This is an optimization exercise on Yosys and OpenROAD, whose aim is small area, not a production implementation.
The RTL was checked by simulation tests, not by an equivalence proof against the original design.
The flow treats the clock pin as an ideal source, which a real chip does not have.
Power and IR drop assume default switching activity.

==> job 7243: inputs <==
==> flow/design.v (excerpt) <==
module can_top
( 
    wb_rst_i,
    wb_dat_i,
    wb_dat_o,
    wb_cyc_i,
    wb_stb_i,
    wb_we_i,
    wb_adr_i,
    wb_ack_o,
  clk_i,
  rx_i,
  tx_o,
  bus_off_on,
  irq_on,
  clkout_o
);
clock: 10.0 ns
lec_check: 0
cap_margin: 20
core_margin: 2
core_utilization: 40
place_density: 0.6
slew_margin: 20
standard.sh (not shown) runs the stock make flow with config.mk's settings and CLKGATE_MAP_FILE= SYNTH_SCRIPT=/design/flow/synth_recipe.tcl, a recipe that flattens the netlist after the stock synthesis.
==> flow/flow/run.sh <==
#!/bin/bash
# Own layout flow: the standard flow, with clock tree synthesis run without
# dummy loads and with larger sink clusters, and a power-recovery resizing pass
# (downsizing gates off the critical path) after CTS.
set -euo pipefail
WORK=$(pwd)
export CTS_ARGS="-sink_clustering_enable -repair_clock_nets -dont_use_dummy_load -buf_list sky130_fd_sc_hd__clkbuf_16 -sink_clustering_size 22 -sink_clustering_max_diameter 120"
export POST_CTS_TCL="$WORK/flow/post_cts.tcl"
bash standard.sh > "$WORK/standard_flow.log" 2>&1
test -f "$WORK/out/final.def"
==> flow/flow/post_cts.tcl <==
# Downsize gates that have timing slack, then re-legalize the placement.
puts "post_cts: area before recover_power [rsz::design_area]"
repair_timing -recover_power 100
detailed_placement
check_placement -verbose
puts "post_cts: area after recover_power [rsz::design_area]"
==> job 1799 (differences from job 7243) <==
--- a/flow/design.v
+++ b/flow/design.v
@@ -1846,44 +1846,50 @@
 assign basic_chain_data = {r_tx_data_9, r_tx_data_8, r_tx_data_7, r_tx_data_6, r_tx_data_5, r_tx_data_4, r_tx_data_3, r_tx_data_2};
 assign extended_chain_std = {r_tx_data_0[7:4], 2'h0, r_tx_data_0[1], r_tx_data_2[2:0], r_tx_data_1[7:0], 1'b0};
 assign extended_chain_ext = {r_tx_data_0[7:4], 2'h0, r_tx_data_0[1], r_tx_data_4[4:0], r_tx_data_3[7:0], r_tx_data_2[7:3], 1'b1, 1'b1, r_tx_data_2[2:0], r_tx_data_1[7:0], 1'b0};
 assign extended_chain_data_std = {r_tx_data_10, r_tx_data_9, r_tx_data_8, r_tx_data_7, r_tx_data_6, r_tx_data_5, r_tx_data_4, r_tx_data_3};
 assign extended_chain_data_ext = {r_tx_data_12, r_tx_data_11, r_tx_data_10, r_tx_data_9, r_tx_data_8, r_tx_data_7, r_tx_data_6, r_tx_data_5};
-always @ (extended_mode or rx_data or tx_pointer or extended_chain_data_std or extended_chain_data_ext or rx_crc or r_calculated_crc or
-          r_tx_data_0   or extended_chain_ext or extended_chain_std or basic_chain_data or basic_chain or
+wire    [3:0] tx_byte_idx = {1'b0, tx_pointer[5:3]} + (extended_mode ? (tx_data_0[7] ? 4'd5 : 4'd3) : 4'd2);
+reg     [7:0] tx_byte;
+always @ (tx_byte_idx or tx_data_2 or tx_data_3 or tx_data_4 or tx_data_5 or tx_data_6 or tx_data_7 or
+          tx_data_8 or tx_data_9 or tx_data_10 or tx_data_11 or tx_data_12)
+begin
+  case (tx_byte_idx)
+    4'd2    : tx_byte = tx_data_2;
+    4'd3    : tx_byte = tx_data_3;
+    4'd4    : tx_byte = tx_data_4;
+    4'd5    : tx_byte = tx_data_5;
+    4'd6    : tx_byte = tx_data_6;
+    4'd7    : tx_byte = tx_data_7;
+    4'd8    : tx_byte = tx_data_8;
+    4'd9    : tx_byte = tx_data_9;
+    4'd10   : tx_byte = tx_data_10;
+    4'd11   : tx_byte = tx_data_11;
+    4'd12   : tx_byte = tx_data_12;
+    default : tx_byte = 8'hxx;
+  endcase
+end
+wire          tx_data_bit = tx_byte[~tx_pointer[2:0]];
+always @ (extended_mode or rx_data or tx_pointer or tx_data_bit or rx_crc or r_calculated_crc or
+          r_tx_data_0   or extended_chain_ext or extended_chain_std or basic_chain or
           finish_msg)
 begin
-  if (extended_mode)
+  if (rx_data)   
+    tx_bit = tx_data_bit;
+  else if (rx_crc)
+    tx_bit = r_calculated_crc[tx_pointer];
+  else if (finish_msg)
+    tx_bit = 1'b1;
+  else if (extended_mode)
     begin
-      if (rx_data)   
-        if (r_tx_data_0[0])     
-          tx_bit = extended_chain_data_ext[tx_pointer];
-        else
-          tx_bit = extended_chain_data_std[tx_pointer];
-      else if (rx_crc)
-        tx_bit = r_calculated_crc[tx_pointer];
-      else if (finish_msg)
-        tx_bit = 1'b1;
+      if (r_tx_data_0[0])     
+        tx_bit = extended_chain_ext[tx_pointer];
       else
-        begin
-          if (r_tx_data_0[0])     
-            tx_bit = extended_chain_ext[tx_pointer];
-          else
-            tx_bit = extended_chain_std[tx_pointer];
-        end
+        tx_bit = extended_chain_std[tx_pointer];
     end
   else   
-    begin
-      if (rx_data)   
-        tx_bit = basic_chain_data[tx_pointer];
-      else if (rx_crc)
-        tx_bit = r_calculated_crc[tx_pointer];
-      else if (finish_msg)
-        tx_bit = 1'b1;
-      else
-        tx_bit = basic_chain[tx_pointer];
-    end
+    tx_bit = basic_chain[tx_pointer];
 end
 assign limited_tx_cnt_ext = tx_data_0[3] ? 6'h3f : ((tx_data_0[2:0] <<3) - 1'b1);
 assign limited_tx_cnt_std = tx_data_1[3] ? 6'h3f : ((tx_data_1[2:0] <<3) - 1'b1);
 assign rst_tx_pointer = ((~bit_de_stuff_tx) & tx_point & (~rx_data) &   extended_mode  &   r_tx_data_0[0]   & tx_pointer == 6'd38             ) |    
                         ((~bit_de_stuff_tx) & tx_point & (~rx_data) &   extended_mode  & (~r_tx_data_0[0])  & tx_pointer == 6'd18             ) |    
==> flow/flow/run.sh (replaced) <==
#!/bin/bash
# Own layout flow: the standard flow (standard.sh, unchanged synthesis), with
# clock tree synthesis run without dummy loads and with larger sink clusters.
set -euo pipefail
WORK=$(pwd)
export CTS_ARGS="-sink_clustering_enable -repair_clock_nets -dont_use_dummy_load -buf_list sky130_fd_sc_hd__clkbuf_16 -sink_clustering_size 26 -sink_clustering_max_diameter 80"
bash standard.sh > "$WORK/standard_flow.log" 2>&1
test -f "$WORK/out/final.def"
- CORE_UTILIZATION: 40 -> 60
- PLACE_DENSITY: 0.6 -> 0.75
removed: flow/flow/post_cts.tcl
==> notes.md <==
Largest net degree at the start of global routing - 172
Power Dens Cells - 142 nW/um2
Final #Nets - 5050
Reg2reg end - i_can_bsp.i_can_fifo.fifo_cnt[6]$_DFFE_PP0P_
Adder-cell area share of the yosys netlist - 2.69%
Worst Tran Pin Value - 1160 ps
Routed WL - 194000 um
Synth Area in Compound Gates - 8.94%
Number of non-clock buffers - 127
Mux cell area share after synthesis - 11.3%
Combinational cell power - 0.517 mW
Sw Share - 21.9%
Wl on met1 - 75700 um
Outcome - finished clean
Source of the figures above: job 1799

==> notes.md <==
Reg2reg end - i_can_bsp.i_can_fifo.fifo_cnt[4]$_DFFE_PP0P_
Wl on met1 - 85300 um
Outcome - finished clean
Largest net degree at the start of global routing - 163
Number of non-clock buffers - 148
Combinational cell power - 0.440 mW
Worst Tran Pin Value - 1240 ps
Synth Area in Compound Gates - 8.26%
Power Dens Cells - 140 nW/um2
Sw Share - 21.8%
Final #Nets - 4962
Adder-cell area share of the yosys netlist - 2.61%
Source of the figures above: job 7243

==> what the ideal ports hide <==
Ports are ideal in the flow. The routed layouts listed here were re-timed in OpenROAD.
Step 1 sets driving cells, clkbuf_16 on the clock port and buf_2 on the other inputs (assumed; they add their load-dependent delay and slew).
Step 2 also shifts input and output timing later by t, the mid clock arrival at the registers, as if the neighbouring blocks saw the same clock.
Three values: no drivers, after step 1, after step 2; two values: the first two.
run | t, ns | setup WS [ns] | latest minus earliest clock arrival (ns) | worst slew at a driven data input, ns
job 7243 | 0.764 | 3.811 / 3.836 / 3.072 | 0.105 / 0.106 | 0.16
job 1799 | 0.740 | 4.054 / 4.023 / 3.283 | 0.108 / 0.108 | 0.11
After both steps every run listed still meets setup and hold. For job 1799, which loses most, drivers alone change the setup slack by -0.031 ns; drivers and shift together by -0.771 ns.
